This is an optimization exercise on Yosys and OpenROAD, whose aim is small area, a short achievable clock period and few clock cycles, not a production implementation. The RTL was checked by simulation tests, not by an equivalence proof against the original design.

`flow/config.mk`:
```
export PLATFORM = sky130hd
export DESIGN_NAME = divider
export DESIGN_NICKNAME = divider
export VERILOG_FILES = /design/flow/design.v
export SDC_FILE = /design/flow/constraint.sdc
export NUM_CORES = 4
export LEC_CHECK = 0
export ABC_AREA = 1
export CAP_MARGIN = 20
export CORE_MARGIN = 2
export CORE_UTILIZATION = 40
export CTS_BUF_LIST = sky130_fd_sc_hd__clkbuf_8
export CTS_CLUSTER_SIZE = 25
export SETUP_SLACK_MARGIN = 4.7
export SLEW_MARGIN = 20
```
`flow/flow/run.sh`:
```
#!/bin/bash
# The standard layout, with the ports buffered by buf_2 cells instead of
# the delay cells buffer_ports picks by default. Each step's output goes to a
# log of its own.
set -euo pipefail
bash standard.sh synth > synth.log 2>&1
bash standard.sh 'BUFFER_PORTS_ARGS=-buffer_cell sky130_fd_sc_hd__buf_2' finish > layout.log 2>&1
```
`flow/standard.sh`:
```
#!/bin/bash
# synth_recipe.tcl (not shown) runs the flow's synth.tcl, then flattens the netlist and writes it again
# the make line also repeats each setting of config.mk as NAME=value (left out here)
make -C /OpenROAD-flow-scripts/flow DESIGN_CONFIG=/design/flow/config.mk WORK_HOME=/design/flow/orfs CLKGATE_MAP_FILE= SYNTH_SCRIPT=/design/flow/synth_recipe.tcl "${@:-finish}"
```
`flow/design.v`:
```
module divider (
    input div_clk, reset,
    input div,
    input div_signed,
    input [31:0] x, y,
    input use_mod,
    output [31:0] div_result,
    output div_ok
);
    localparam IDLE = 2'd0, NORM = 2'd1, ITER = 2'd2, DONE = 2'd3;
    reg  [1:0]  state;
    reg         done;
    reg  [32:0] V;       
    reg  [32:0] D;       
    reg  [31:0] A;       
    reg         xneg, qneg, mod, sub;
    assign div_ok     = done;
    assign div_result = A;
    wire        sx = div_signed & x[31];
    wire        sy = div_signed & y[31];
    wire [31:0] xu = sx ? {~x[30:0], 1'b1} : x;
    wire [31:0] yu = sy ? {~y[31:1], 1'b1} : y;      
    wire [5:0]  xz_in, yz_in;
    wire        xall0, yall0;
    lzc32 lzx (.a(xu), .z(xz_in), .all0(xall0));
    lzc32 lzy (.a(yu), .z(yz_in), .all0(yall0));
    reg  [5:0]  ncx, cy;   
    wire [6:0]  dd = {1'b0, cy} + {1'b1, ncx} + 7'd1;   
    wire        trivial = dd[6] | cy[5];      
    wire [32:0] s1  = dd[0] ? {D[31:0],   sub}        : D;
    wire [32:0] s2  = dd[1] ? {s1[30:0],  {2{sub}}}   : s1;
    wire [32:0] s3  = dd[2] ? {s2[28:0],  {4{sub}}}   : s2;
    wire [32:0] s4  = dd[3] ? {s3[24:0],  {8{sub}}}   : s3;
    wire [32:0] Dsh = dd[4] ? {s4[16:0],  {16{sub}}}  : s4;
    wire        fast;
    msb_less lt (.a(xu), .b(yu), .lt(fast));
    wire [33:0] Tc = {1'b0, V[31:0], 1'b1} + {1'b0, D[31:0], sub};
    wire        c32 = Tc[33];
    wire [32:0] T = {V[32] ^ D[32] ^ c32, Tc[32:1]};
    wire [32:0] zs = (V ^ D) ^ {(V[31:0] | D[31:0]), 1'b0};
    wire        Z  = sub ? (V == ~D) : ~|zs;
    wire        acc = xneg ? ((V[32] ^ c32) | Z) : c32;
    always @(posedge div_clk) begin
        if (reset) begin
            state <= IDLE;
            done  <= 1'b0;
        end else begin
            case (state)
                IDLE: if (div) begin
                          if (fast) begin
                              state <= DONE;
                              done  <= 1'b1;
                          end else
                              state <= NORM;
                      end
                NORM: if (trivial) begin
                          state <= DONE;
                          done  <= 1'b1;
                      end else
                          state <= ITER;
                ITER: if (cy[4:0] == 5'd0) begin
                          state <= DONE;
                          done  <= 1'b1;
                      end
                DONE: begin
                          state <= IDLE;
                          done  <= 1'b0;
                      end
            endcase
        end
    end
    always @(posedge div_clk) begin
        xneg <= div_signed & x[31];
        sub  <= ~(div_signed & (x[31] ^ y[31]));
        mod  <= use_mod;
        ncx  <= ~xz_in;
        case (state)
            IDLE: begin
                V    <= {div_signed & x[31], x};
                D    <= {div_signed & y[31], y} ^ {33{~(div_signed & (x[31] ^ y[31]))}};
                qneg <= div_signed & (x[31] ^ y[31]);
                cy   <= yz_in;
                A    <= use_mod ? x : 32'd0;
            end
            NORM: begin
                if (qneg & acc) V <= T;
                qneg <= qneg & acc;
                if (mod) begin
                    if (qneg & acc) A <= T[31:0];
                end else
                    A <= {32{qneg & acc}};
                D   <= Dsh;
                cy  <= {1'b0, dd[4:0]};
            end
            default: begin
                if (acc) V <= T;
                if (mod) begin
                    if (acc) A <= T[31:0];
                end else
                    A <= {A[30:0], acc ^ qneg};
                D   <= {D[32], D[32:1]};
                cy  <= cy - 6'd1;
            end
        endcase
    end
endmodule
module lzc32 (
    input  [31:0] a,
    output [5:0]  z,
    output        all0
);
    wire [15:0] v1; wire [15:0] c1;           
    wire [7:0]  v2; wire [15:0] c2;           
    wire [3:0]  v3; wire [11:0] c3;           
    wire [1:0]  v4; wire [7:0]  c4;           
    genvar i;
    generate
        for (i = 0; i < 16; i = i + 1) begin : g1
            assign v1[i] = a[2*i+1] | a[2*i];
            assign c1[i] = ~a[2*i+1];
        end
        for (i = 0; i < 8; i = i + 1) begin : g2
            assign v2[i] = v1[2*i+1] | v1[2*i];
            assign c2[2*i+1:2*i] = v1[2*i+1] ? {1'b0, c1[2*i+1]} : {1'b1, c1[2*i]};
        end
        for (i = 0; i < 4; i = i + 1) begin : g3
            assign v3[i] = v2[2*i+1] | v2[2*i];
            assign c3[3*i+2:3*i] = v2[2*i+1] ? {1'b0, c2[4*i+3:4*i+2]} : {1'b1, c2[4*i+1:4*i]};
        end
        for (i = 0; i < 2; i = i + 1) begin : g4
            assign v4[i] = v3[2*i+1] | v3[2*i];
            assign c4[4*i+3:4*i] = v3[2*i+1] ? {1'b0, c3[6*i+5:6*i+3]} : {1'b1, c3[6*i+2:6*i]};
        end
    endgenerate
    assign all0 = ~(v4[1] | v4[0]);
    assign z = all0 ? 6'd32 : (v4[1] ? {2'b00, c4[7:4]} : {2'b01, c4[3:0]});
endmodule
module msb_less (
    input  [31:0] a, b,
    output        lt
);
    wire [15:0] a1, b1, l1;
    wire [7:0]  a2, b2, l2;
    wire [3:0]  a3, b3, l3;
    wire [1:0]  a4, b4, l4;
    genvar i;
    generate
        for (i = 0; i < 16; i = i + 1) begin : g1
            assign a1[i] = a[2*i+1] | a[2*i];
            assign b1[i] = b[2*i+1] | b[2*i];
            assign l1[i] = (a[2*i+1] | b[2*i+1]) ? ~a[2*i+1] : (b[2*i] & ~a[2*i]);
        end
        for (i = 0; i < 8; i = i + 1) begin : g2
            assign a2[i] = a1[2*i+1] | a1[2*i];
            assign b2[i] = b1[2*i+1] | b1[2*i];
            assign l2[i] = (a1[2*i+1] | b1[2*i+1]) ? l1[2*i+1] : l1[2*i];
        end
        for (i = 0; i < 4; i = i + 1) begin : g3
            assign a3[i] = a2[2*i+1] | a2[2*i];
            assign b3[i] = b2[2*i+1] | b2[2*i];
            assign l3[i] = (a2[2*i+1] | b2[2*i+1]) ? l2[2*i+1] : l2[2*i];
        end
        for (i = 0; i < 2; i = i + 1) begin : g4
            assign a4[i] = a3[2*i+1] | a3[2*i];
            assign b4[i] = b3[2*i+1] | b3[2*i];
            assign l4[i] = (a3[2*i+1] | b3[2*i+1]) ? l3[2*i+1] : l3[2*i];
        end
    endgenerate
    assign lt = (a4[1] | b4[1]) ? l4[1] : l4[0];
endmodule
```
`flow/constraint.sdc`:
```
create_clock -name core_clock -period 8.0 [get_ports {div_clk}]
set_input_delay 1.6000 -clock core_clock [delete_from_list [all_inputs] [get_ports {div_clk}]]
set_output_delay 1.6000 -clock core_clock [all_outputs]
set_load 0.01 [all_outputs]
```
==> flow_summary.toml, run 1 <==
[clocking]
cts_tree = "built"
cts.sinks = 117
cts_buffer_depth = 2
hold_buffers = 0
clkTransAtPathRegs_ns = 0.08
numCtsBuffers = 17
h-tree-depth = 4
clk_latency_ns = 0.49
cts-root-buf = "clkbuf_8"

[placed_design]
dp.cells = 2339
numPortBuffers = 101
dp_hpwl_um = 38700
place_worst_setup_slack_ns = 3.43
gp_congestion = 0.939
dpl_cell_area_um2 = 12800

[critical_path]
critPathCaptureType = "flop"
critPathMaxStageDelay_ns = 0.23
cp-start-kind = "primary input"
critPathKind = "primary input to flop"
path_buf_inv = 3
r2r_end = "A[30]"
r2r_slack_ns = 4.83
cp.required_ns = 8.38
r2r_start = "V[7]"
worstPathCellList = "buf_4, nand2_8, buf_12, o21ai_2, nand2_1, nor2_2, inv_1, nor2_1, a21oi_1, nand2_1, nand2_1, nand2_1, nand3_1, nand2_1, nor2_1"
critical-path-top-delay-family = "simple AND/OR/NAND/NOR gates"
critPathArrivalTime_ns = 3.56
crit_fanout = 34
crit_path_top_delay_cell = "buf_4"
crit_top_cell = "nand2_1"
r2r_cells = 19

[sta]
rsz0062_at_grt = "false"
hold_viol = 0
holdWs_ns = 0.510
fin_setup_tns_ns = 0
setup_viol = 0
timing.fmax_mhz = 315
tightestPinTransition_ns = 0.815
finalClockSkew_ns = 0.0174
finalCriticalPeriod_ns = 3.17
max_slew_margin_pct = 45.1
slew_violations = 0
setup_ws_ns = 4.83
finalCritPeriodShare_pct = 39.7

[synth]
synth_nets = 2061
ys_ff_latch = 117
avgSynthCellArea_um2 = 6.30
synthArstFlopShare_pct = 0
netlist_instances = 1914
synth_edf_count = 68
yosysTopAreaCell = "nand2_1"
yosysWarnings = 1
ys_seq_area_share_pct = 25.1
synth_area_leaders = "nand2_1, edfxtp_1, o21ai_0, dfxtp_1, ha_1"
yosys.cell_types.count = 54
synth.top_cell.area_share_pct = 17.4
synthFlopType = "edfxtp_1"
netlist_area_um2 = 12100

[global_routing]
grt_pass1_vias = 12300
antenna_found_initial = 0
grt-ovfl-total = 0
track_usage_pct = 30.7
grt_max_degree = 67
grt_pass1_wl_um = 72400

[cells_and_area]
area_delta_synth_final_pct = 14.1
nFillCells = 3205
finish.utilization_pct = 46.4
multi_input_area_um2 = 8140
final_layout_size_suffix_gt1_share_pct = 12.9
final_common_cell = "nand2_1"
stdcell_count = 2388
seq_area_um2 = 3040
stdcell_area_um2 = 13800
final_cell_mix = "nand2_1, o21ai_0, inv_1, nor2_1, a21oi_1"
finalNetCount = 2132
diodes = 0

[die]
core_um2 = 29600
fp-row-count = 63
die_y_um = 178
dieArea_um2 = 31600
initial_core_util_pct = 40.7
io_pins = 102
die_x_um = 178

[worst_hold_path]
min_path_cells = 2
hp-start = "done"
hold_class = "flop to flop"
min_to = "done"

[flow_run]
maxCapViolCount = 0

[detailed_routing]
num_vias = 13200
drtAntennaViolNets = 0
via_per_inst = 5.55
wl_per_cell_um = 20.5
drt_iter0_markers = 1473
wl_um = 48900
drcViolationCount = 0
dr.pass1.iters = 6

[run_status]
status = "timing/DRC/antenna clean"
worst register-to-register path, cell delays in order, from the launching register on:
cell and delay [ns]:
edfxtp_1 0.41, inv_1 0.06, ha_2 0.41, nand2_1 0.11
nor2_1 0.12, inv_1 0.09, nor3_1 0.33, nand4_1 0.18
nand2_1 0.10, nand2_1 0.09, nand3_1 0.11, ha_2 0.19
nor2_2 0.05, nor2_4 0.23, clkinv_4 0.13, buf_4 0.17
buf_4 0.13, nand2_1 0.05, nand2_1 0.05, nand2_1 0.05
cell type report:
type / instances / area share (%)
inverters: 238 / 6.60
well taps: 390 / 3.55
clock inverters: 15 / 1.11
repair buffers: 131 / 5.76
repair inverters: 2 / 0.109
flip-flops and latches: 117 / 22.1
multi-input cells: 1478 / 59.1
clock buffers: 17 / 1.70
worst max path at each step:
stage,start,end,slack (ns),cells past startpoint
after floorplan,D[0],A[0],4.75,17
after global placement,div_signed,ncx[2],3.37,10
after detailed placement,div_signed,ncx[2],3.43,10
after CTS,cy[0],D[20],4.70,13
after global routing,V[7],A[17],4.64,19
final,x[31],done,4.83,15
cell usage after synthesis, drive strengths merged, types with 13 or more instances:
cell / number
buf: 24
dfxtp: 49
o21ai: 258
xor2: 25
inv: 233
edfxtp: 68
nand3: 103
a21oi: 113
o211ai: 37
mux2i: 20
nor3: 14
nor2: 148
nand2: 560
nand4: 13
clkbuf: 58
ha: 76
xnor2: 28
flip-flops by register name, summed over array words and instances (netlist names):
name and cells:
D 33, V 33, A 32, cy 6, ncx 6, state 2
done 1, mod 1, qneg 1, sub 1, xneg 1
timing repair:
item / in CTS / in global routing
pin swaps: 1 / 7
resized for setup: 33 / 73
cloned: 1 / 2
setup buffers: 1 / 13
setup endpoints to repair: 141 / 132
cells by family after synthesis:
| kind of cell | count (synthesis) | share of synthesized area, % |
|---|---|---|
| compound gates | 473 | 21.9 |
| xor+xnor | 53 | 3.97 |
| fa+ha+maj | 78 | 8.21 |
| buf+inv | 320 | 10.5 |
| flops | 117 | 25.1 |
| mux | 20 | 1.66 |
| simple gates | 853 | 28.7 |
layer usage:
| metal | part of all wire [%] | global-route usage [%] | vias to the layer above |
|---|---|---|---|
| met5 | 0 | 0 | - |
| met4 | 3.1 | 11.2 | 0 |
| met3 | 7.3 | 4.22 | 71 |
| met2 | 47 | 51.3 | 541 |
| met1 | 42 | 40.3 | 6167 |
| li1 | - | - | 6465 |
Testbench counts, summed over its fixed seeds: cycles 30,551.
==> inputs of run 2 (changes only) <==
--- a/flow/design.v
+++ b/flow/design.v
@@ -17,3 +17,3 @@
     assign div_ok     = done;
-    assign div_result = A;
+    assign div_result = mod ? V[31:0] : A;
     wire        sx = div_signed & x[31];
@@ -82,3 +82,3 @@
                 cy   <= yz_in;
-                A    <= use_mod ? x : 32'd0;
+                A    <= 32'd0;
             end
@@ -87,6 +87,3 @@
                 qneg <= qneg & acc;
-                if (mod) begin
-                    if (qneg & acc) A <= T[31:0];
-                end else
-                    A <= {32{qneg & acc}};
+                A    <= {32{qneg & acc}};
                 D   <= Dsh;
@@ -96,6 +93,3 @@
                 if (acc) V <= T;
-                if (mod) begin
-                    if (acc) A <= T[31:0];
-                end else
-                    A <= {A[30:0], acc ^ qneg};
+                A    <= {A[30:0], acc ^ qneg};
                 D   <= {D[32], D[32:1]};
--- a/flow/config.mk
+++ b/flow/config.mk
@@ -13,3 +13,3 @@
 export CTS_CLUSTER_SIZE = 25
-export SETUP_SLACK_MARGIN = 4.7
+export SETUP_SLACK_MARGIN = 4.9
 export SLEW_MARGIN = 20
==> run 2 against run 1 <==
Effect of this change:
- hold slack got worse by 0.050 ns
- clock skew increased by 0.0045 ns
- flip-flop and latch count is the same
- cell area up 2.7%
- setup slack better by 0.051 ns
- first-iteration DRC count shrank 15%
==> flow_summary.toml, run 2 <==
[sta]
finalClockSkew_ns = 0.0219
setup_viol = 0
finalCritPeriodShare_pct = 39.0
max_slew_margin_pct = 42.3
fin_setup_tns_ns = 0
setup_ws_ns = 4.88
rsz0062_at_grt = "true"
timing.fmax_mhz = 320
tightestPinTransition_ns = 0.865
hold_viol = 0
slew_violations = 0
holdWs_ns = 0.460
finalCriticalPeriod_ns = 3.12

[clocking]
cts-root-buf = "clkbuf_8"
numCtsBuffers = 17
cts_tree = "built"
clkTransAtPathRegs_ns = 0.09
cts.sinks = 117
cts_buffer_depth = 2
h-tree-depth = 4
clk_latency_ns = 0.48
hold_buffers = 0

[synth]
ys_seq_area_share_pct = 23.1
synth_area_leaders = "nand2_1, dfxtp_1, o21ai_0, edfxtp_1, inv_1"
synth_edf_count = 36
yosys-top-cells-count = "nand2_1, inv_1, o21ai_0, nand3_1, a21oi_1"
yosysWarnings = 1
netlist_instances = 1915
yosysMostFrequentCell = "nand2_1"
yosys.cell_types.count = 53
yosysTopAreaCell = "nand2_1"
synthFlopType = "dfxtp_1"
synthArstFlopShare_pct = 0
avgSynthCellArea_um2 = 6.12
synth.top_cell.area_share_pct = 16.8
ys_ff_latch = 117
synth_nets = 2062
netlist_area_um2 = 11700

[global_routing]
grt_pass1_wl_um = 67400
grt_max_degree = 77
grt_pass1_vias = 11900
grt-ovfl-total = 0
antenna_found_initial = 0
track_usage_pct = 28.6

[critical_path]
crit_fanout = 8
critPathKind = "flop to flop"
critPathArrivalTime_ns = 3.34
cp.required_ns = 8.22
critPathCaptureType = "flop"
cp-start-kind = "flop"

[detailed_routing]
drt_iter0_markers = 1245
wl_um = 46100
num_vias = 13200
dr.pass1.iters = 6
drcViolationCount = 0
via_per_inst = 5.46
drtAntennaViolNets = 0
wl_per_cell_um = 19.1

[placed_design]
dp_hpwl_um = 34000
place_worst_setup_slack_ns = 3.29
gp_congestion = 0.989
dpl_cell_area_um2 = 12500
numPortBuffers = 101

[die]
die_y_um = 175
initial_core_util_pct = 40.7
die_x_um = 175
core_um2 = 28800
io_pins = 102
dieArea_um2 = 30700
fp-row-count = 62

[cells_and_area]
diodes = 0
reg.largest.list = "D x33, V x33, A x32"
multi_input_area_um2 = 8370
final_cell_mix = "nand2_1, inv_1, o21ai_0, nand3_1, a21oi_1"
finalNetCount = 2166
area_delta_synth_final_pct = 20.6
seq_area_um2 = 2740
nFillCells = 3034
stdcell_area_um2 = 14100
final_layout_size_suffix_gt1_share_pct = 18.2
final_common_cell = "nand2_1"

[flow_run]
maxCapViolCount = 0

[worst_hold_path]
hold_class = "flop to flop"

[run_status]
status = "timing/DRC/antenna clean"
==> run 2: cell types whose count changed after synthesis, moves of 7 or more <==
cell / previous run / this run
inv_1: 227 / 264
nand2_1: 558 / 523
nor2_1: 143 / 108
dfxtp_1: 49 / 81
edfxtp_1: 68 / 36
o21ai_0: 238 / 258
or2_2: 8 / 26
nand3_1: 103 / 116
o211ai_1: 37 / 25
buf_2: 12 / 22
xnor2_1: 27 / 17
a22o_1: 9 / 0
clkbuf_1: 58 / 51
xor2_1: 24 / 17
==> run 2: worst max-delay path, stage by stage (launching register included) <==
cell,delay (ns)
dfxtp_2,0.43
inv_1,0.07
ha_2,0.40
nand2_1,0.15
o21ai_2,0.24
nand2_1,0.08
nand3_1,0.14
a31oi_4,0.06
nand2_2,0.10
nand2_1,0.06
nand2_2,0.08
nand2_2,0.07
ha_4,0.17
or2_2,0.31
nand2_4,0.12
clkinvlp_4,0.18
clkbuf_16,0.21
==> run 2: logic make-up (layout without fill, tap and decap cells) <==
logic type,after synthesis,after routing,synth area share [%]
XOR/XNOR,35,35,2.68
flip-flops,117,117,23.1
AND/OR/NAND/NOR,823,827,29.2
adder cells (fa/ha/maj),78,78,8.46
AO/OA/AOI/OAI,485,485,22.8
multiplexers,20,20,1.71
buffers and inverters,357,469,12.1
==> run 2: per-layer routing <==
metal	global-route usage, %	wire length, µm	up-vias
li1	-	-	6503
met2	45.2	20900	496
met5	0	0	-
met4	9.86	1430	0
met1	40.0	20500	6121
met3	3.63	3300	74
==> run 2: repair_timing <==
| item | in CTS | in global routing |
|---|---|---|
| buffers inserted | 18 | 34 |
| pin swaps | 6 | 14 |
| resized for setup | 74 | 120 |
| gates cloned | 3 | 4 |
| setup endpoints to repair | 146 | 115 |
==> run 2: stage by stage <==
step / utilization (%) / std cells
after global routing: 49.1 / 2415
after detailed placement: 43.3 / 2325
after CTS: 46.3 / 2377
final: 49.1 / 2415
after floorplan: - / 1915
after global placement: 43.3 / 2325
==> run 2: path summary, 6_finish.rpt <==
check	startpoint	end	slack, ns	cells past startpoint
worst max-delay path	D[26]	V[13]	4.88	16
worst min-delay path	A[11]	A[12]	0.46	2
worst max register to register	D[26]	V[13]	4.88	16
worst min register to register	A[11]	A[12]	0.46	2
==> run 2: layout make-up <==
cell class	instances	share of cell area [%]
Timing Repair Buffer	167	8.21
Timing Repair inverter	1	0.0531
Clock buffer	20	1.95
Multi-Input combinational cell	1445	59.2
Tap cell	384	3.40
Clock inverter	11	0.522
Sequential cell	117	19.4
Inverter	270	7.25
Testbench counts of run 2, summed over its fixed seeds: cycles 30,551.
==> inputs of run 3 (changes only) <==
--- a/flow/config.mk
+++ b/flow/config.mk
@@ -13,3 +13,4 @@
 export CTS_CLUSTER_SIZE = 25
-export SETUP_SLACK_MARGIN = 4.9
+export PLACE_DENSITY = 0.7
+export SETUP_SLACK_MARGIN = 4.7
 export SLEW_MARGIN = 20
==> run 3 against run 2 <==
Effect of this change:
- synthesized area stayed put
- critical endpoint is now div_result[5]
- clock-buffer cell count is 1 lower
- clock skew is 0.0056 ns higher
- still clean
- synthesized cell count stayed put
- first-iteration DRC count is 14% higher
==> flow_summary.toml, run 3 <==
[run_status]
status = "timing/DRC/antenna clean"

[cells_and_area]
stdcell_count = 2400
diodes = 0
final_layout_size_suffix_gt1_share_pct = 16.6
reg.largest.list = "D x33, V x33, A x32"
nFillCells = 2944
final_cell_mix = "nand2_1, inv_1, o21ai_0, nand3_1, a21oi_1"
area_delta_synth_final_pct = 18.1
finish.utilization_pct = 48.1
final_common_cell = "nand2_1"
finalNetCount = 2151

[sta]
tightestPinTransition_ns = 0.841
finalClockSkew_ns = 0.0275
fin_setup_tns_ns = 0
setup_ws_ns = 4.75
timing.fmax_mhz = 308
finalCriticalPeriod_ns = 3.25
finalCritPeriodShare_pct = 40.6
hold_viol = 0
rsz0062_at_grt = "false"
setup_viol = 0
max_slew_margin_pct = 43.9
slew_violations = 0

[critical_path]
startpoint = "mod"
critPathCaptureType = "primary output"
critPathKind = "flop to primary output"
cp-start-kind = "flop"
cp.required_ns = 6.40
crit_fanout = 33
r2r_start = "D[11]"
critPathArrivalTime_ns = 1.65

[global_routing]
antenna_found_initial = 0
track_usage_pct = 28.2
grt-ovfl-total = 0
grt_pass1_wl_um = 66800
grt_pass1_vias = 12000
grt_max_degree = 76

[worst_hold_path]
hold_class = "flop to flop"
hp-start = "A[14]"

[detailed_routing]
drt_iter0_markers = 1417
wl_per_cell_um = 19.0
drtAntennaViolNets = 0
via_per_inst = 5.66
drcViolationCount = 0
dr.pass1.iters = 6
num_vias = 13600
wl_um = 45600

[synth]
synthArstFlopShare_pct = 0
synthFlopType = "dfxtp_1"
netlist_instances = 1915
synth_edf_count = 36
yosys-top-cells-count = "nand2_1, inv_1, o21ai_0, nand3_1, a21oi_1"
yosys.cell_types.count = 53
yosysMostFrequentCell = "nand2_1"
ys_seq_area_share_pct = 23.1
yosysTopAreaCell = "nand2_1"
synth.top_cell.area_share_pct = 16.8
yosysWarnings = 1
netlist_area_um2 = 11700
synth_nets = 2062
synth_area_leaders = "nand2_1, dfxtp_1, o21ai_0, edfxtp_1, inv_1"
avgSynthCellArea_um2 = 6.12
ys_ff_latch = 117

[flow_run]
maxCapViolCount = 0

[clocking]
numCtsBuffers = 17
clkTransAtPathRegs_ns = 0.08
cts_tree = "built"
cts-root-buf = "clkbuf_8"
cts.sinks = 117
cts_buffer_depth = 2
clk_latency_ns = 0.49
h-tree-depth = 4
hold_buffers = 0

[die]
die_y_um = 175
die_x_um = 175
dieArea_um2 = 30700
io_pins = 102
fp-row-count = 62
core_um2 = 28800
initial_core_util_pct = 40.7

[placed_design]
gp_congestion = 1.11
place_worst_setup_slack_ns = 3.39
dp_hpwl_um = 34800
numPortBuffers = 101
dp.cells = 2325
-- run 3: per-layer routing --
metal  vias up  wire [µm]  track usage (%)
met5         -          0                0
met4         0       1610             9.76
met3        96       4660             4.81
met2       768      20500             44.9
met1      6258      18900             38.5
li1       6461          -                -
-- run 3: cell families after synthesis --
| group | Yosys count | share of synthesized area (%) |
|---|---|---|
| multiplexers | 20 | 1.71 |
| buffers and inverters | 357 | 12.1 |
| adder cells (fa/ha/maj) | 78 | 8.46 |
| XOR/XNOR | 35 | 2.68 |
| flip-flops | 117 | 23.1 |
| AND/OR/NAND/NOR | 823 | 29.2 |
| AO/OA/AOI/OAI | 485 | 22.8 |
-- run 3: critical path, stage by stage (launching register included) --
cell	delay, ns
dfxtp_4	0.61
buf_16	0.23
nand2_1	0.07
o21ai_0	0.09
buf_2	0.17
-- run 3: layout make-up --
type,instances,area [µm²],share of cell area [%]
Clock buffer,19,262,1.89
Clock inverter,12,164,1.18
Inverter,270,1020,7.38
Multi-Input combinational cell,1443,8130,58.7
Sequential cell,117,2740,19.8
Tap cell,384,480,3.47
Timing Repair Buffer,155,1050,7.57
-- run 3: repair_timing --
action / 4_1_cts / 5_1_grt
pin swaps: 3 / 8
setup buffers: 7 / 31
gates resized for setup: 33 / 119
setup endpoints to repair: 147 / 98
cloned: 0 / 6
-- run 3: final timing paths --
| kind | to | slack [ns] | depth (start not counted) |
|---|---|---|---|
| hold reg to reg | A[15] | 0.46 | 2 |
| setup / recovery | div_result[5] | 4.75 | 4 |
| setup reg to reg | V[29] | 4.77 | 17 |
| hold / removal | A[15] | 0.46 | 2 |
-- run 3: stage by stage --
step / cell area, µm² / hold slack, ns
floorplan: 11700 / 0.446
global placement: 12400 / 0.448
detailed placement: 12400 / 0.460
CTS: 13000 / 0.463
global route: 13800 / 0.494
finish: 13800 / 0.459
==> inputs of run 4 (changes only) <==
--- a/flow/config.mk
+++ b/flow/config.mk
@@ -12,4 +12,4 @@
 export CTS_BUF_LIST = sky130_fd_sc_hd__clkbuf_8
+export CTS_CLUSTER_DIAMETER = 60
 export CTS_CLUSTER_SIZE = 25
-export PLACE_DENSITY = 0.7
 export SETUP_SLACK_MARGIN = 4.7
==> run 4 against run 3 <==
Effect of this change:
- hold slack better by 0.0088 ns
- largest cell class unchanged
- global-route usage increased by 0.99 points
- critical path depth up 11
- flip-flop and latch count did not move
- cell area decreased by 3.4%
- setup slack improved by 0.053 ns
- non-clock buffer count shrank 22
- synthesized area unchanged
- synthesized cell count is the same
- highest routed layer is now met5
==> flow_summary.toml, run 4 <==
[run_status]
status = "timing/DRC/antenna clean"

[die]
initial_core_util_pct = 40.7
io_pins = 102
die_y_um = 175
dieArea_um2 = 30700
core_um2 = 28800
die_x_um = 175
fp-row-count = 62

[synth]
synth_top_family_by_area = "simple AND/OR/NAND/NOR gates"
synth.top_cell.area_share_pct = 16.8
yosysWarnings = 1
synthAdderAreaFrac_pct = 8.46
ys_seq_area_share_pct = 23.1
yosys-top-cells-count = "nand2_1, inv_1, o21ai_0, nand3_1, a21oi_1"
synthFlopType = "dfxtp_1"
synth_compound_area_share_pct = 22.8
synth_edf_count = 36
synth.area.mux_share_pct = 1.71
synth_xor_area_share_pct = 2.68
yosysMostFrequentCell = "nand2_1"
synth_area_leaders = "nand2_1, dfxtp_1, o21ai_0, edfxtp_1, inv_1"
avgSynthCellArea_um2 = 6.12
ys_ff_latch = 117
netlist_area_um2 = 11700
netlist_instances = 1915
yosysTopAreaCell = "nand2_1"
synthArstFlopShare_pct = 0
yosys.area_share.simple_pct = 29.2
synth_nets = 2062
yosys.cell_types.count = 53

[global_routing]
track_usage_pct = 29.2
grt-ovfl-total = 0
grt_pass1_wl_um = 68800
antenna_found_initial = 1
grt_max_degree = 76
grt_pass1_vias = 11900

[sta]
holdWs_ns = 0.468
rsz0062_at_grt = "true"
finalClockSkew_ns = 0.0222
fin_setup_tns_ns = 0
finalCriticalPeriod_ns = 3.19
finalCritPeriodShare_pct = 39.9
slew_violations = 0
tightestPinTransition_ns = 0.855
hold_viol = 0
timing.fmax_mhz = 313
setup_viol = 0
max_slew_margin_pct = 43.0

[critical_path]
crit_path_top_delay_cell = "edfxtp_1"
crit_fanout = 16
critPathMaxStageDelay_ns = 0.46
critPathKind = "flop to flop"
cp-start-kind = "flop"
cp.required_ns = 8.16
critPathCaptureType = "flop"
crit_top_cell = "nand2_1"
startpoint = "D[31]"
critPathArrivalTime_ns = 3.35
worstPathCellList = "inv_1, ha_2, nand2_4, nand4_1, nor3_4, nand4_1, nor2_2, nand2_1, nand2_1, nand2_1, nand2_1, ha_2, or2_2, nand2_4, inv_8"
r2r_start = "D[31]"

[clocking]
cts-root-buf = "clkbuf_8"
h-tree-depth = 4
hold_buffers = 0
cts.sinks = 117
cts_tree = "built"
cts_buffer_depth = 2
clkTransAtPathRegs_ns = 0.09
numCtsBuffers = 17
clk_latency_ns = 0.47

[detailed_routing]
drt_iter0_markers = 1275
num_vias = 13100
via_per_inst = 5.50
dr.pass1.iters = 6
wl_um = 46000
wl_per_cell_um = 19.3
drtAntennaViolNets = 0
drcViolationCount = 0

[cells_and_area]
stdcell_count = 2381
final_layout_size_suffix_gt1_share_pct = 13.9
final_common_cell = "nand2_1"
diodes = 0
stdcell_area_um2 = 13400
area_delta_synth_final_pct = 14.2
reg.largest.list = "D x33, V x33, A x32"
final_cell_mix = "nand2_1, inv_1, o21ai_0, nand3_1, a21oi_1"
finalNetCount = 2131

[placed_design]
numPortBuffers = 101
dp_hpwl_um = 36000
dp.cells = 2326
dpl_cell_area_um2 = 12400
gp_congestion = 1.01

[worst_hold_path]
hp-start = "A[18]"
hold_class = "flop to flop"

[flow_run]
maxCapViolCount = 0
==> run 4: cell counts after synthesis <==
No cell type changed its count.
==> run 4: per-stage QoR <==
step	utilization [%]	setup slack [ns]
6_report	46.5	4.81
5_1_grt	46.5	4.64
4_1_cts	45.1	4.68
3_5_place_dp	43.2	3.35
3_3_place_gp	43.1	3.30
2_1_floorplan	-	4.81
==> run 4: kinds of logic (layout without fill, tap and decap cells) <==
family | count (synthesis) | in the layout
compound gates | 485 | 486
xor+xnor | 35 | 35
fa+ha+maj | 78 | 78
buf+inv | 357 | 436
flops | 117 | 117
mux | 20 | 20
simple gates | 823 | 825
==> run 4: critical path: cells and delay by family (launching register included) <==
kind / cells / cell delay (ns)
fa+ha+maj: 2 / 0.54
buf+inv: 2 / 0.30
flops: 1 / 0.46
simple gates: 11 / 1.58
==> run 4: worst paths after layout <==
path	to	slack [ns]	cells after the start
min	A[19]	0.47	2
max	V[27]	4.81	15
min reg2reg	A[19]	0.47	2
max reg2reg	V[27]	4.81	15
==> run 4: what timing repair did <==
action	in CTS	in global routing
setup endpoints to repair	116	99
pin swaps	2	8
setup buffers	7	12
cloned	1	3
gates resized for setup	27	73
endpoints found under the hold margin	0	0
==> run 4: per-layer routing <==
metal / track usage, % / vias up / wire, µm
met3: 4.11 / 68 / 3820
li1: - / 6428 / -
met4: 9.76 / 2 / 1520
met1: 39.7 / 6043 / 19800
met5: 0 / - / 11
met2: 47.4 / 562 / 20800
==> run 4: layout make-up <==
cell class | count | area (µm²)
multi-input combinational | 1444 | 7950
fill | 3086 | 15400
clock inverter | 14 | 148
timing repair buffer | 133 | 790
inverter | 270 | 1040
sequential | 117 | 2720
timing repair inverter | 1 | 11.3
clock buffer | 18 | 248
tap | 384 | 480
==> inputs of run 5 (changes only) <==
--- a/flow/config.mk
+++ b/flow/config.mk
@@ -12,3 +12,2 @@
 export CTS_BUF_LIST = sky130_fd_sc_hd__clkbuf_8
-export CTS_CLUSTER_DIAMETER = 60
 export CTS_CLUSTER_SIZE = 25
==> run 5 against run 4 <==
Effect of this change:
- critical path depth unchanged
- cell count is the same
- non-clock buffer count unchanged
- cell area did not move
- clock-buffer cell count stayed put
- clock skew is the same
- synthesized area unchanged
- core utilization is the same
- hold slack stayed put
- flip-flop and latch count is the same
- critical path type unchanged
- critical endpoint unchanged
- largest cell class unchanged
==> flow_summary.toml, run 5 <==
[run_status]
status = "timing/DRC/antenna clean"

[clocking]
h-tree-depth = 4
numCtsBuffers = 17
clk_latency_ns = 0.47
cts_buffer_depth = 2
cts-root-buf = "clkbuf_8"
cts.sinks = 117
hold_buffers = 0
cts_tree = "built"
clkTransAtPathRegs_ns = 0.09

[flow_run]
maxCapViolCount = 0

[worst_hold_path]
min_path_cells = 2
hold_class = "flop to flop"
hp-start = "A[18]"
min_to = "A[19]"

[detailed_routing]
drt_iter0_markers = 1275
num_vias = 13100
dr.pass1.iters = 6
drcViolationCount = 0
via_per_inst = 5.50
drtAntennaViolNets = 0
wl_um = 46000
wl_per_cell_um = 19.3

[synth]
yosysWarnings = 1
avgSynthCellArea_um2 = 6.12
ys_seq_area_share_pct = 23.1
yosys-top-cells-count = "nand2_1, inv_1, o21ai_0, nand3_1, a21oi_1"
netlist_instances = 1915
synthFlopType = "dfxtp_1"
yosysTopAreaCell = "nand2_1"
synth_edf_count = 36
synth_area_leaders = "nand2_1, dfxtp_1, o21ai_0, edfxtp_1, inv_1"
ys_ff_latch = 117
synthArstFlopShare_pct = 0
synth_nets = 2062
yosys.cell_types.count = 53
yosysMostFrequentCell = "nand2_1"
netlist_area_um2 = 11700
synth.top_cell.area_share_pct = 16.8

[placed_design]
dp_hpwl_um = 36000
place_worst_setup_slack_ns = 3.35
gp_congestion = 1.01
numPortBuffers = 101

[critical_path]
critPathKind = "flop to flop"
r2r_start = "D[31]"
r2r_end = "V[27]"
path_buf_inv = 2
critical-path-top-delay-family = "simple AND/OR/NAND/NOR gates"
cp.required_ns = 8.16
r2r_slack_ns = 4.81
critPathCaptureType = "flop"
worst-path-stages = 15
crit_fanout = 16
worstPathCellList = "inv_1, ha_2, nand2_4, nand4_1, nor3_4, nand4_1, nor2_2, nand2_1, nand2_1, nand2_1, nand2_1, ha_2, or2_2, nand2_4, inv_8"
r2r_cells = 15
crit_top_cell = "nand2_1"
critPathArrivalTime_ns = 3.35
cp-start-kind = "flop"
crit_path_top_delay_cell = "edfxtp_1"
critPathMaxStageDelay_ns = 0.46

[die]
dieArea_um2 = 30700
fp-row-count = 62
core_um2 = 28800
die_x_um = 175
die_y_um = 175
initial_core_util_pct = 40.7
io_pins = 102

[global_routing]
grt_pass1_vias = 11900
antenna_found_initial = 1
grt_util_met1_pct = 39.7
grt-ovfl-total = 0
gr-usage-met3_pct = 4.11
grt_busiest_layer = "met2"
grt_max_degree = 76
track_usage_pct = 29.2
grt_pass1_wl_um = 68800
grtUsageMet2_pct = 47.4

[sta]
finalCritPeriodShare_pct = 39.9
finalClockSkew_ns = 0.0222
rsz0062_at_grt = "true"
fin_setup_tns_ns = 0
max_slew_margin_pct = 43.0
timing.fmax_mhz = 313
tightestPinTransition_ns = 0.855
finalCriticalPeriod_ns = 3.19
slew_violations = 0
setup_viol = 0
setup_ws_ns = 4.81
hold_viol = 0

[cells_and_area]
area_delta_synth_final_pct = 14.2
diodes = 0
reg.largest.list = "D x33, V x33, A x32"
final_cell_mix = "nand2_1, inv_1, o21ai_0, nand3_1, a21oi_1"
final_common_cell = "nand2_1"
final_layout_size_suffix_gt1_share_pct = 13.9
finalNetCount = 2131
==> run 5: area by class of cell <==
cell class	instances	area, µm²
Clock buffer	18	248
Multi-Input combinational cell	1444	7950
Fill cell	3086	15400
Timing Repair inverter	1	11.3
Clock inverter	14	148
Timing Repair Buffer	133	790
Inverter	270	1040
Sequential cell	117	2720
Tap cell	384	480
==> run 5: cells by family after synthesis <==
| family | synth area share, % |
|---|---|
| AOI/OAI and AO/OA | 22.8 |
| xor gates and xnor gates | 2.68 |
| adders and majority gates | 8.46 |
| buffers and inverters | 12.1 |
| DFF | 23.1 |
| muxes | 1.71 |
| and+or+nand+nor | 29.2 |
==> run 5: worst register-to-register path: stages (launching register included) <==
cell      delay (ns)
edfxtp_1        0.46
inv_1           0.11
ha_2            0.32
nand2_4         0.12
nand4_1         0.14
nor3_4          0.32
nand4_1         0.22
nor2_2          0.19
nand2_1         0.07
nand2_1         0.06
nand2_1         0.08
nand2_1         0.12
ha_2            0.22
or2_2           0.15
nand2_4         0.13
inv_8           0.19
==> run 5: what timing repair did <==
action                     in CTS  in global routing
gates resized for setup        27                 73
setup endpoints to repair     116                 99
setup buffers                   7                 12
gates cloned                    1                  3
pin swaps                       2                  8
==> run 5: stage by stage <==
stage                     hold WS, ns  cells  util [%]  instance area [µm²]
after floorplan                 0.446   1915         -                11700
after global placement          0.450   2325      43.1                12400
after detailed placement        0.462   2326      43.2                12400
after CTS                       0.462   2366      45.1                13000
after global routing            0.486   2381      46.5                13400
final                           0.468   2381      46.5                13400
==> run 5: worst max path at each step <==
stage | slack, ns | start | end
2_1_floorplan | 4.81 | V[1] | V[0]
3_3_place_gp | 3.30 | div_signed | D[16]
3_5_place_dp | 3.35 | div_signed | done
4_1_cts | 4.68 | div_signed | done
5_1_grt | 4.64 | cy[0] | D[27]
6_report | 4.81 | D[31] | V[27]
==> run 5: layer usage <==
layer | up-vias | part of all wire (%)
li1 | 6428 | -
met5 | - | 0.024
met1 | 6043 | 43
met4 | 2 | 3.3
met2 | 562 | 45
met3 | 68 | 8.3
==> inputs of run 6 (changes only) <==
==> flow/flow/run.sh (replaced) <==
#!/bin/bash
# The standard layout, with the ports buffered by buf_1 cells instead of
# the delay cells buffer_ports picks by default. Each step's output goes to a
# log of its own.
set -euo pipefail
bash standard.sh synth > synth.log 2>&1
bash standard.sh 'BUFFER_PORTS_ARGS=-buffer_cell sky130_fd_sc_hd__buf_1' finish > layout.log 2>&1
==> run 6 against run 5 <==
Effect of this change:
- still clean on timing, DRC and antenna
- cell area fell by 0.27%
- sequential share of layout area hardly changed
- flip-flop and latch count is the same
- critical endpoint is now V[20]
- setup slack got worse by 0.076 ns
- cell count is 0.17% higher
- critical path type unchanged
- largest cell class unchanged
==> flow_summary.toml, run 6 <==
[die]
core_um2 = 28800
initial_core_util_pct = 40.7
io_pins = 102
dieArea_um2 = 30700
die_x_um = 175
die_y_um = 175
fp-row-count = 62

[synth]
synth.top_cell.area_share_pct = 16.8
synth_nets = 2062
yosysMostFrequentCell = "nand2_1"
avgSynthCellArea_um2 = 6.12
netlist_instances = 1915
yosys.cell_types.count = 53
yosys-top-cells-count = "nand2_1, inv_1, o21ai_0, nand3_1, a21oi_1"
synthFlopType = "dfxtp_1"
netlist_area_um2 = 11700
ys_ff_latch = 117
synth_edf_count = 36
yosysWarnings = 1
synth_area_leaders = "nand2_1, dfxtp_1, o21ai_0, edfxtp_1, inv_1"
ys_seq_area_share_pct = 23.1
yosysTopAreaCell = "nand2_1"
synthArstFlopShare_pct = 0

[critical_path]
cp-start-kind = "flop"
crit_top_cell = "nand2_1"
r2r_slack_ns = 4.73
r2r_end = "V[20]"
r2r_cells = 16
crit_path_top_delay_cell = "edfxtp_1"
critPathCaptureType = "flop"
critPathArrivalTime_ns = 3.43
r2r_start = "V[9]"
crit_fanout = 16
worstPathCellList = "inv_1, ha_2, or2_2, nand4_1, nor3_4, nand4_1, nor2_2, nand2_1, nand2_1, nand2_1, nand2_1, ha_2, or2_2, nand2_1, inv_4, buf_12"
critPathMaxStageDelay_ns = 0.43
cp.required_ns = 8.16
critPathKind = "flop to flop"

[global_routing]
grt-ovfl-total = 0
grt_pass1_wl_um = 69300
grt_max_degree = 76
track_usage_pct = 29.5
grt_pass1_vias = 12000
antenna_found_initial = 0

[cells_and_area]
area_delta_synth_final_pct = 13.9
reg.largest.list = "D x33, V x33, A x32"
final_layout_size_suffix_gt1_share_pct = 9.20
finalNetCount = 2134
final_common_cell = "nand2_1"
final_cell_mix = "nand2_1, inv_1, o21ai_0, nand3_1, a21oi_1"

[placed_design]
numPortBuffers = 101
gp_congestion = 0.955
dp_hpwl_um = 36400

[flow_run]
maxCapViolCount = 0

[clocking]
clk_latency_ns = 0.47
cts_buffer_depth = 2
cts.sinks = 117
cts-root-buf = "clkbuf_8"
numCtsBuffers = 17
clkTransAtPathRegs_ns = 0.09
cts_tree = "built"
hold_buffers = 0
h-tree-depth = 4

[detailed_routing]
drtAntennaViolNets = 0
dr.pass1.iters = 5
drcViolationCount = 0
drt_iter0_markers = 1233
wl_um = 47100
via_per_inst = 5.52
num_vias = 13200
wl_per_cell_um = 19.8

[sta]
setup_viol = 0
slew_violations = 0
max_slew_margin_pct = 43.9
timing.fmax_mhz = 306
hold_viol = 0
holdWs_ns = 0.469
finalClockSkew_ns = 0.0202
finalCriticalPeriod_ns = 3.27
fin_setup_tns_ns = 0
tightestPinTransition_ns = 0.841
rsz0062_at_grt = "true"
finalCritPeriodShare_pct = 40.9

[run_status]
status = "timing/DRC/antenna clean"

[worst_hold_path]
hold_class = "flop to flop"
min_path_cells = 2
min_to = "A[21]"
hp-start = "A[20]"
[run 6: cell counts after synthesis]
No cell type changed its count.
[run 6: stage by stage]
stage | utilization [%] | std cells | setup WS [ns] | instance area (µm²)
final | 46.4 | 2385 | 4.73 | 13300
after global routing | 46.4 | 2384 | 4.61 | 13300
after floorplan | - | 1915 | 4.81 | 11700
after CTS | 44.8 | 2368 | 4.69 | 12900
after detailed placement | 42.8 | 2328 | 3.05 | 12300
after global placement | 42.8 | 2328 | 3.11 | 12300
[run 6: critical path: cells and delay by family, from the launching register on]
kind	cells	cell delay, ns
and+or+nand+nor	11	1.52
adders and majority gates	2	0.61
DFF	1	0.43
buffers and inverters	3	0.38
[run 6: layout make-up]
class / count / area, µm²
tap: 384 / 480
clock inverter: 14 / 123
fill: 3155 / 15400
multi-input combinational: 1446 / 7980
inverter: 270 / 1030
sequential: 117 / 2720
clock buffer: 18 / 248
antenna: 1 / 2.50
timing repair buffer: 135 / 763
[run 6: routing by layer]
metal	up-vias	track usage, %	part of all wire (%)
li1	6428	-	-
met1	6095	39.6	43
met2	547	48.2	46
met3	96	4.33	7.1
met4	0	10.5	3.8
met5	-	0	0
[run 6: how the worst max path moves through the flow]
stage / startpoint / endpoint / slack, ns
2_1_floorplan: V[1] / V[0] / 4.81
3_3_place_gp: x[31] / done / 3.11
3_5_place_dp: x[31] / ncx[0] / 3.05
4_1_cts: div_signed / ncx[0] / 4.69
5_1_grt: D[11] / V[21] / 4.61
6_report: V[9] / V[20] / 4.73
[run 6: cell families after synthesis]
kind of cell / synth area share, %
XOR/XNOR: 2.68
buffers and inverters: 12.1
adder cells (fa/ha/maj): 8.46
flip-flops: 23.1
AO/OA/AOI/OAI: 22.8
AND/OR/NAND/NOR: 29.2
multiplexers: 1.71
[run 6: repair_timing]
action | 4_1_cts | 5_1_grt
buffers inserted | 6 | 8
pin swaps | 2 | 5
gates resized for setup | 40 | 73
endpoints found under the setup margin | 116 | 84
cloned | 2 | 8
==> inputs of run 7 (changes only) <==
==> flow/run.sh (new file) <==
#!/bin/bash
# synth_recipe.tcl (not shown) runs the flow's synth.tcl, then flattens the netlist and writes it again
# the make line also repeats each setting of config.mk as NAME=value (left out here)
make -C /OpenROAD-flow-scripts/flow DESIGN_CONFIG=/design/flow/config.mk WORK_HOME=/design/flow/orfs CLKGATE_MAP_FILE= SYNTH_SCRIPT=/design/flow/synth_recipe.tcl finish
removed: flow/flow/run.sh
removed: flow/standard.sh
==> run 7 against run 6 <==
Effect of this change:
- still clean on timing, DRC and antenna
- setup slack gained 0.014 ns
- clock-buffer cell count is the same
- fmax is 0.42% higher
- critical path type is now primary input to flop
- highest routed layer unchanged
==> flow_summary.toml, run 7 <==
[die]
io_pins = 102
dieArea_um2 = 30700
initial_core_util_pct = 40.7
die_y_um = 175
core_um2 = 28800
fp-row-count = 62
die_x_um = 175

[detailed_routing]
via_per_inst = 5.57
dr.pass1.iters = 8
drtAntennaViolNets = 0
drcViolationCount = 0
wl_um = 48500
num_vias = 13300
wl_per_cell_um = 20.2
drt_iter0_markers = 1293

[sta]
setup_viol = 0
tightestPinTransition_ns = 0.784
slew_violations = 0
hold_viol = 0
max_slew_margin_pct = 47.7
finalCriticalPeriod_ns = 3.25
finalCritPeriodShare_pct = 40.7
holdWs_ns = 0.470
rsz0062_at_grt = "false"
timing.fmax_mhz = 307
fin_setup_tns_ns = 0
finalClockSkew_ns = 0.0163

[clocking]
clkTransAtPathRegs_ns = 0.08
clk_latency_ns = 0.48
cts_tree = "built"
cts-root-buf = "clkbuf_8"
numCtsBuffers = 17
cts.sinks = 117
cts_buffer_depth = 2
hold_buffers = 0
h-tree-depth = 4

[global_routing]
grt_max_degree = 71
antenna_found_initial = 0
grt_pass1_wl_um = 72100
grt-ovfl-total = 0
grt_pass1_vias = 12500
track_usage_pct = 30.9

[synth]
ys_ff_latch = 117
yosys.cell_types.count = 53
synthFlopType = "dfxtp_1"
yosysWarnings = 1
yosys-top-cells-count = "nand2_1, inv_1, o21ai_0, nand3_1, a21oi_1"
synth_nets = 2062
netlist_area_um2 = 11700
yosysMostFrequentCell = "nand2_1"
synthArstFlopShare_pct = 0
synth_area_leaders = "nand2_1, dfxtp_1, o21ai_0, edfxtp_1, inv_1"
avgSynthCellArea_um2 = 6.12
synth.top_cell.area_share_pct = 16.8
netlist_instances = 1915
ys_seq_area_share_pct = 23.1
yosysTopAreaCell = "nand2_1"
synth_edf_count = 36

[critical_path]
critPathCaptureType = "flop"
cp-start-kind = "primary input"
critPathArrivalTime_ns = 3.57
critPathKind = "primary input to flop"
cp.required_ns = 8.32
crit_fanout = 8

[cells_and_area]
final_layout_size_suffix_gt1_share_pct = 10.9
final_common_cell = "nand2_1"
diodes = 0
finalNetCount = 2147
stdcell_area_um2 = 14200
final_cell_mix = "nand2_1, inv_1, o21ai_0, nand3_1, a21oi_1"
reg.largest.list = "D x33, V x33, A x32"
area_delta_synth_final_pct = 21.4
stdcell_count = 2397
nFillCells = 3057

[flow_run]
maxCapViolCount = 0

[placed_design]
numPortBuffers = 101
dp.cells = 2327
gp_congestion = 1.02
dpl_cell_area_um2 = 12900
dp_hpwl_um = 37200

[worst_hold_path]
hold_class = "flop to flop"

[run_status]
status = "timing/DRC/antenna clean"
## run 7: cell counts after synthesis
Identical to the previous run, type by type.
## run 7: cells by family (layout without fill, tap and decap cells)
kind of cell	Yosys count	after routing	synth area share (%)
AOI/OAI and AO/OA	485	486	22.8
xor gates and xnor gates	35	35	2.68
adders and majority gates	78	78	8.46
buffers and inverters	357	448	12.1
DFF	117	117	23.1
muxes	20	20	1.71
and+or+nand+nor	823	829	29.2
## run 7: critical path, stage by stage
cell,delay (ns)
clkbuf_2,0.15
buf_12,0.17
buf_12,0.15
nand2_8,0.11
clkinvlp_4,0.17
buf_4,0.17
nor2_1,0.43
o21ai_0,0.34
a31oi_1,0.26
## run 7: area by class of cell
type	instances	area [µm²]	area share, %
timing repair buffer	146	1450	10.2
clock buffer	18	248	1.74
tap	384	480	3.38
multi-input combinational	1448	8070	56.7
sequential	117	2720	19.1
inverter	270	1030	7.25
clock inverter	14	223	1.57
## run 7: per-layer routing
metal | track usage, % | vias to the layer above | part of all wire, %
li1 | - | 6456 | -
met5 | 0 | - | 0
met1 | 40.9 | 6218 | 43
met3 | 4.44 | 96 | 7.6
met4 | 11.3 | 0 | 3.6
met2 | 51.0 | 577 | 46
## run 7: path summary, 6_finish.rpt
path / startpoint / to / slack (ns) / depth (start not counted)
min reg2reg: A[3] / A[4] / 0.47 / 2
min: A[3] / A[4] / 0.47 / 2
max: div_signed / D[31] / 4.75 / 9
max reg2reg: V[15] / V[4] / 4.81 / 16
## run 7: what timing repair did
item / CTS / global route
setup endpoints to repair: 116 / 92
hold endpoints to repair: 0 / 0
cloned: 6 / 3
resized for setup: 95 / 81
buffers inserted: 17 / 12
pin swaps: 4 / 5
## run 7: through the flow
step	worst slack (ns)	util, %
global route	4.67	49.4
floorplan	4.81	-
detailed placement	2.47	45.0
global placement	2.44	44.9
finish	4.75	49.4
CTS	4.70	48.0
==> inputs of run 8 (changes only) <==
==> flow/flow/run.sh (new file) <==
#!/bin/bash
# The standard layout, with the ports buffered by buf_2 cells instead of
# the delay cells buffer_ports picks by default. Each step's output goes to a
# log of its own in this folder (ORFS also keeps its per-step logs in orfs/logs).
set -euo pipefail
BUF='BUFFER_PORTS_ARGS=-buffer_cell sky130_fd_sc_hd__buf_2'
bash standard.sh synth > synth.log 2>&1
bash standard.sh "$BUF" floorplan > floorplan.log 2>&1
bash standard.sh "$BUF" place > place.log 2>&1
bash standard.sh "$BUF" cts > cts.log 2>&1
bash standard.sh "$BUF" route > route.log 2>&1
bash standard.sh "$BUF" finish > finish.log 2>&1
==> flow/standard.sh (new file) <==
#!/bin/bash
# synth_recipe.tcl (not shown) runs the flow's synth.tcl, then flattens the netlist and writes it again
# the make line also repeats each setting of config.mk as NAME=value (left out here)
make -C /OpenROAD-flow-scripts/flow DESIGN_CONFIG=/design/flow/config.mk WORK_HOME=/design/flow/orfs CLKGATE_MAP_FILE= SYNTH_SCRIPT=/design/flow/synth_recipe.tcl "${@:-finish}"
--- a/flow/config.mk
+++ b/flow/config.mk
@@ -13,2 +13,3 @@
 export CTS_CLUSTER_SIZE = 25
+export GPL_ROUTABILITY_DRIVEN = 0
 export SETUP_SLACK_MARGIN = 4.7
removed: flow/run.sh
==> run 8 against run 7 <==
Effect of this change:
- still clean on timing, DRC and antenna
- cell area is 5.6% lower
- core utilization is 2.8 points lower
- wire length is 7.2% lower
- non-clock buffer count is 16 lower
- synthesized cell count stayed put
- critical endpoint is now D[11]
==> flow_summary.toml, run 8 <==
[run_status]
status = "timing/DRC/antenna clean"

[critical_path]
critical-path-top-delay-family = "compound AO/OA/AOI/OAI gates"
r2r_start = "cy[0]"
cp-start-kind = "flop"
critPathArrivalTime_ns = 3.48
cp.required_ns = 8.31
critPathMaxStageDelay_ns = 0.48
startpoint = "cy[0]"
crit_path_top_delay_cell = "fa_1"
worstPathCellList = "inv_1, ha_1, fa_1, buf_4, inv_1, buf_4, or2_2, o21ai_0, mux2i_1, nand2_1, o21ai_0, o21ai_0, o211ai_1"
worst-path-stages = 13
r2r_slack_ns = 4.83
critPathKind = "flop to flop"
r2r_cells = 13
crit_fanout = 30
path_buf_inv = 4
r2r_end = "D[11]"
critPathCaptureType = "flop"
crit_top_cell = "o21ai_0"

[cells_and_area]
final_cell_mix = "nand2_1, inv_1, o21ai_0, nand3_1, a21oi_1"
reg.largest.list = "D x33, V x33, A x32"
stdcell_count = 2379
stdcell_area_um2 = 13400
final_common_cell = "nand2_1"
finish.utilization_pct = 46.7
area_delta_synth_final_pct = 14.6
final_layout_size_suffix_gt1_share_pct = 14.5
finalNetCount = 2129
diodes = 0

[sta]
fin_setup_tns_ns = 0
setup_viol = 0
finalCriticalPeriod_ns = 3.17
timing.fmax_mhz = 316
finalCritPeriodShare_pct = 39.6
holdWs_ns = 0.469
hold_viol = 0
rsz0062_at_grt = "false"
tightestPinTransition_ns = 0.904
max_slew_margin_pct = 39.7
finalClockSkew_ns = 0.0178
slew_violations = 0

[worst_hold_path]
hold_class = "flop to flop"
min_path_cells = 2
min_to = "A[12]"
hp-start = "A[11]"

[synth]
netlist_area_um2 = 11700
synth.area.mux_share_pct = 1.71
yosysWarnings = 1
yosysTopAreaCell = "nand2_1"
yosys.cell_types.count = 53
yosys.area_share.simple_pct = 29.2
netlist_instances = 1915
synthAdderAreaFrac_pct = 8.46
synth_area_leaders = "nand2_1, dfxtp_1, o21ai_0, edfxtp_1, inv_1"
synthArstFlopShare_pct = 0
synth_compound_area_share_pct = 22.8
yosys-top-cells-count = "nand2_1, inv_1, o21ai_0, nand3_1, a21oi_1"
synth.top_cell.area_share_pct = 16.8
synth_xor_area_share_pct = 2.68
synth_top_family_by_area = "simple AND/OR/NAND/NOR gates"
ys_ff_latch = 117
synthFlopType = "dfxtp_1"
yosysMostFrequentCell = "nand2_1"
synth_edf_count = 36
synth_nets = 2062
avgSynthCellArea_um2 = 6.12
ys_seq_area_share_pct = 23.1

[clocking]
cts.sinks = 117
cts-root-buf = "clkbuf_8"
clk_latency_ns = 0.46
numCtsBuffers = 17
cts_buffer_depth = 2
h-tree-depth = 4
hold_buffers = 0
clkTransAtPathRegs_ns = 0.09
cts_tree = "built"

[detailed_routing]
drt_iter0_markers = 1308
num_vias = 13200
drcViolationCount = 0
wl_um = 45000
drtAntennaViolNets = 0
wl_per_cell_um = 18.9
via_per_inst = 5.56
dr.pass1.iters = 7

[die]
dieArea_um2 = 30700
fp-row-count = 62
initial_core_util_pct = 40.7
die_x_um = 175
die_y_um = 175
io_pins = 102
core_um2 = 28800

[placed_design]
numPortBuffers = 101
dp.cells = 2326
dpl_cell_area_um2 = 12400
dp_hpwl_um = 35100

[global_routing]
grt_pass1_wl_um = 67600
grt_max_degree = 77
antenna_found_initial = 1
track_usage_pct = 28.6
grt_pass1_vias = 12000
grt-ovfl-total = 0

[flow_run]
maxCapViolCount = 0
run 8: cell families after synthesis:
group           after synthesis
simple gates                823
mux                          20
xor+xnor                     35
compound gates              485
buf+inv                     357
flops                       117
fa+ha+maj                    78
run 8: repair_timing:
| item | CTS | global route |
|---|---|---|
| setup endpoints to repair | 115 | 101 |
| buffers inserted | 7 | 9 |
| resized for setup | 31 | 82 |
| pin swaps | 3 | 8 |
| cloned | 2 | 3 |
| endpoints found under the hold margin | 0 | 0 |
run 8: how the worst max path moves through the flow:
| stage | to | slack (ns) |
|---|---|---|
| 6_report | D[11] | 4.83 |
| 5_1_grt | V[27] | 4.70 |
| 4_1_cts | V[19] | 4.68 |
| 3_5_place_dp | done | 3.43 |
| 3_3_place_gp | D[16] | 3.33 |
| 2_1_floorplan | V[0] | 4.81 |
run 8: metrics by stage:
stage | setup slack [ns]
after floorplan | 4.81
after global routing | 4.70
after global placement | 3.33
after CTS | 4.68
final | 4.83
after detailed placement | 3.43
run 8: layout make-up:
cell class	instances	area, µm²
well taps	384	480
repair buffers	130	767
flip-flops and latches	117	2730
inverters	270	1040
clock buffers	18	248
clock inverters	14	170
fillers	3072	15400
multi-input cells	1445	7990
repair inverters	1	11.3
run 8: routing by layer:
layer	share of wire, %	up-vias	global-route usage (%)
met5	0.024	-	0
met4	4.2	2	10.7
met3	9.1	106	5.98
met2	44	648	45.7
met1	43	6047	37.8
li1	-	6414	-
run 8: tightest hold or removal path, stage by stage (launching register included):
cell,delay (ns)
dfxtp_1,0.30
inv_1,0.05
o21ai_0,0.07
==> inputs of run 9 (changes only) <==
--- a/flow/config.mk
+++ b/flow/config.mk
@@ -13,4 +13,3 @@
 export CTS_CLUSTER_SIZE = 25
-export GPL_ROUTABILITY_DRIVEN = 0
-export SETUP_SLACK_MARGIN = 4.7
+export SETUP_SLACK_MARGIN = 4.6
 export SLEW_MARGIN = 20
==> run 9 against run 8 <==
Effect of this change:
- hold slack lost 0.0050 ns
- first-iteration DRC count shrank 1.1%
- critical path type unchanged
- cell area shrank 1.1%
==> flow_summary.toml, run 9 <==
[run_status]
status = "timing/DRC/antenna clean"

[detailed_routing]
via_per_inst = 5.52
highest_layer = "met5"
wl_um = 45800
wl_met3_um = 3330
wl_per_cell_um = 19.3
drcViolationCount = 0
drt_iter0_markers = 1294
num_vias = 13100
drtAntennaViolNets = 0
wl_met2_um = 20600
wl_met1_um = 20300
dr.pass1.iters = 6

[synth]
yosysTopAreaCell = "nand2_1"
yosysMostFrequentCell = "nand2_1"
ys_seq_area_share_pct = 23.1
synthFlopType = "dfxtp_1"
yosys.area_share.simple_pct = 29.2
avgSynthCellArea_um2 = 6.12
synth_area_leaders = "nand2_1, dfxtp_1, o21ai_0, edfxtp_1, inv_1"
synth_compound_area_share_pct = 22.8
yosys-top-cells-count = "nand2_1, inv_1, o21ai_0, nand3_1, a21oi_1"
synthArstFlopShare_pct = 0
synth_top_family_by_area = "simple AND/OR/NAND/NOR gates"
yosysWarnings = 1
yosys.cell_types.count = 53
synth_nets = 2062
synth.top_cell.area_share_pct = 16.8
synth.area.mux_share_pct = 1.71
synthAdderAreaFrac_pct = 8.46
synth_xor_area_share_pct = 2.68
netlist_area_um2 = 11700
ys_ff_latch = 117
netlist_instances = 1915
synth_edf_count = 36

[die]
die_x_um = 175
fp-row-count = 62
dieArea_um2 = 30700
die_y_um = 175
core_um2 = 28800
io_pins = 102
initial_core_util_pct = 40.7

[critical_path]
critPathCaptureType = "flop"
r2r_slack_ns = 4.66
worstPathCellList = "inv_1, ha_2, inv_1, o21ai_0, a21boi_2, o21ai_0, a31oi_1, nand2_1, nand2_1, nand2_1, nand2_1, ha_1, or2_2, nand2_4, bufinv_16"
r2r_cells = 15
critPathKind = "flop to flop"
critPathArrivalTime_ns = 3.55
crit_fanout = 17
crit_path_top_delay_cell = "ha_2"
cp.required_ns = 8.21
crit_top_cell = "nand2_1"
cp-start-kind = "flop"
critPathMaxStageDelay_ns = 0.45

[global_routing]
grt_pass1_wl_um = 68700
grt_max_degree = 76
grt-ovfl-total = 0
grt_pass1_vias = 12000
antenna_found_initial = 1
track_usage_pct = 29.2

[flow_run]
maxCapViolCount = 0

[cells_and_area]
nFillCells = 3081
finalNetCount = 2125
final_layout_size_suffix_gt1_share_pct = 13.3
diodes = 0
stdcell_area_um2 = 13300
seq_area_um2 = 2720
multi_input_area_um2 = 7900
final_common_cell = "nand2_1"
reg.largest.list = "D x33, V x33, A x32"
final_cell_mix = "nand2_1, inv_1, o21ai_0, nand3_1, a21oi_1"
area_delta_synth_final_pct = 13.4

[sta]
slew_violations = 0
tightestPinTransition_ns = 0.847
hold_viol = 0
fin_setup_tns_ns = 0
max_slew_margin_pct = 43.5
setup_viol = 0
finalCritPeriodShare_pct = 41.8
finalCriticalPeriod_ns = 3.34
finalClockSkew_ns = 0.0228
rsz0062_at_grt = "true"
timing.fmax_mhz = 299

[clocking]
clkTransAtPathRegs_ns = 0.08
numCtsBuffers = 17
clk_latency_ns = 0.47
cts_buffer_depth = 2
h-tree-depth = 4
cts_tree = "built"
cts-root-buf = "clkbuf_8"
hold_buffers = 0
cts.sinks = 117

[placed_design]
dpl_cell_area_um2 = 12400
numPortBuffers = 101
gp_congestion = 1.01
dp_hpwl_um = 36000

[worst_hold_path]
hold_class = "flop to flop"
min_path_cells = 2
run 9: changes by cell type in the layout (fill, tap and decap cells not counted), moves of 2 or more:
cell / delta
buf_4: -5
clkbuf_4: +2
clkinv_4: +2
dfxtp_1: +7
dfxtp_2: -7
ha_1: +7
ha_2: -4
ha_4: -3
inv_1: +3
inv_2: -2
o21ai_0: +3
o21ai_1: -2
run 9: path summary, 6_finish.rpt:
path	from	to
worst max-delay path	D[21]	V[12]
worst min-delay path	A[18]	A[19]
worst max register to register	D[21]	V[12]
worst min register to register	A[18]	A[19]
run 9: routing by layer:
layer  global-route usage, %  vias to the layer above
li1                        -                     6417
met1                    39.5                     6076
met2                    47.3                      544
met3                    4.44                       81
met4                    9.97                        2
met5                       0                        -
run 9: critical path, delay by kind of cell, from the launching register on:
| kind | cells | cell delay, ns |
|---|---|---|
| AO/OA/AOI/OAI | 4 | 0.73 |
| flip-flops | 1 | 0.41 |
| AND/OR/NAND/NOR | 6 | 0.84 |
| adder cells (fa/ha/maj) | 2 | 0.68 |
| buffers and inverters | 3 | 0.39 |
run 9: layout make-up:
class | instances | area share, %
Multi-Input combinational cell | 1444 | 59.5
Sequential cell | 117 | 20.4
Inverter | 270 | 7.86
Timing Repair Buffer | 127 | 5.57
Tap cell | 384 | 3.62
Clock buffer | 18 | 1.86
Clock inverter | 14 | 1.11
Timing Repair inverter | 1 | 0.0659
run 9: through the flow:
step	util, %	setup slack, ns	hold slack [ns]	std cells
2_1_floorplan	-	4.81	0.446	1915
3_3_place_gp	43.1	3.30	0.450	2325
4_1_cts	45.0	4.55	0.462	2365
6_report	46.2	4.66	0.464	2375
5_1_grt	46.2	4.60	0.486	2375
3_5_place_dp	43.2	3.35	0.462	2326
run 9: kinds of logic after synthesis:
group	after synthesis
AND/OR/NAND/NOR	823
AO/OA/AOI/OAI	485
buffers and inverters	357
flip-flops	117
adder cells (fa/ha/maj)	78
XOR/XNOR	35
multiplexers	20
run 9: repair_timing:
item,in CTS,in global routing
setup buffers,6,7
endpoints found under the setup margin,113,90
gates resized for setup,16,64
gates cloned,1,3
pin swaps,1,3

re-timing with driven ports:
The results above use ideal ports. As a check the final layouts listed here were re-extracted and re-timed, cells and wires unchanged. Step 1 (the two cells are an assumption about what drives the block):
set clk [get_ports {div_clk}]
set_driving_cell -lib_cell sky130_fd_sc_hd__clkbuf_16 $clk
set_driving_cell -lib_cell sky130_fd_sc_hd__buf_2 [delete_from_list [all_inputs] $clk]
Step 2 adds t to the input delays and takes it off the output delays; t is the mean of the earliest and latest rising clock arrival at the registers after step 1. Input paths then give back, and output paths get back, about the clock's delay inside the block. Slacks: no drivers / after step 1 / after step 2; pairs: no drivers / after step 1.
run | t (ns) | setup slack, ns | worst hold slack (ns) | worst data-port slew with drivers (ns)
run 1 | 0.522 | 4.825 / 4.832 / 4.322 | 0.510 / 0.510 / 0.510 | 0.05
run 2 | 0.511 | 4.876 / 4.876 / 4.392 | 0.460 / 0.460 / 0.460 | 0.18
run 3 | 0.522 | 4.755 / 4.705 / 4.336 | 0.459 / 0.459 / 0.459 | 0.06
run 4 | 0.497 | 4.808 / 4.769 / 4.358 | 0.468 / 0.468 / 0.468 | 0.06
run 5 | 0.497 | 4.808 / 4.769 / 4.358 | 0.468 / 0.468 / 0.468 | 0.06
run 6 | 0.508 | 4.731 / 4.731 / 4.377 | 0.469 / 0.469 / 0.469 | 0.04
run 7 | 0.514 | 4.745 / 4.766 / 4.252 | 0.470 / 0.470 / 0.470 | 0.05
run 8 | 0.498 | 4.832 / 4.832 / 4.360 | 0.469 / 0.469 / 0.469 | 0.06
run 9 | 0.500 | 4.657 / 4.657 / 4.270 | 0.464 / 0.464 / 0.464 | 0.06
After both steps setup and hold are still met in every run listed. For run 1, which loses most, drivers alone change the setup slack by +0.007 ns; drivers and shift together by -0.503 ns.
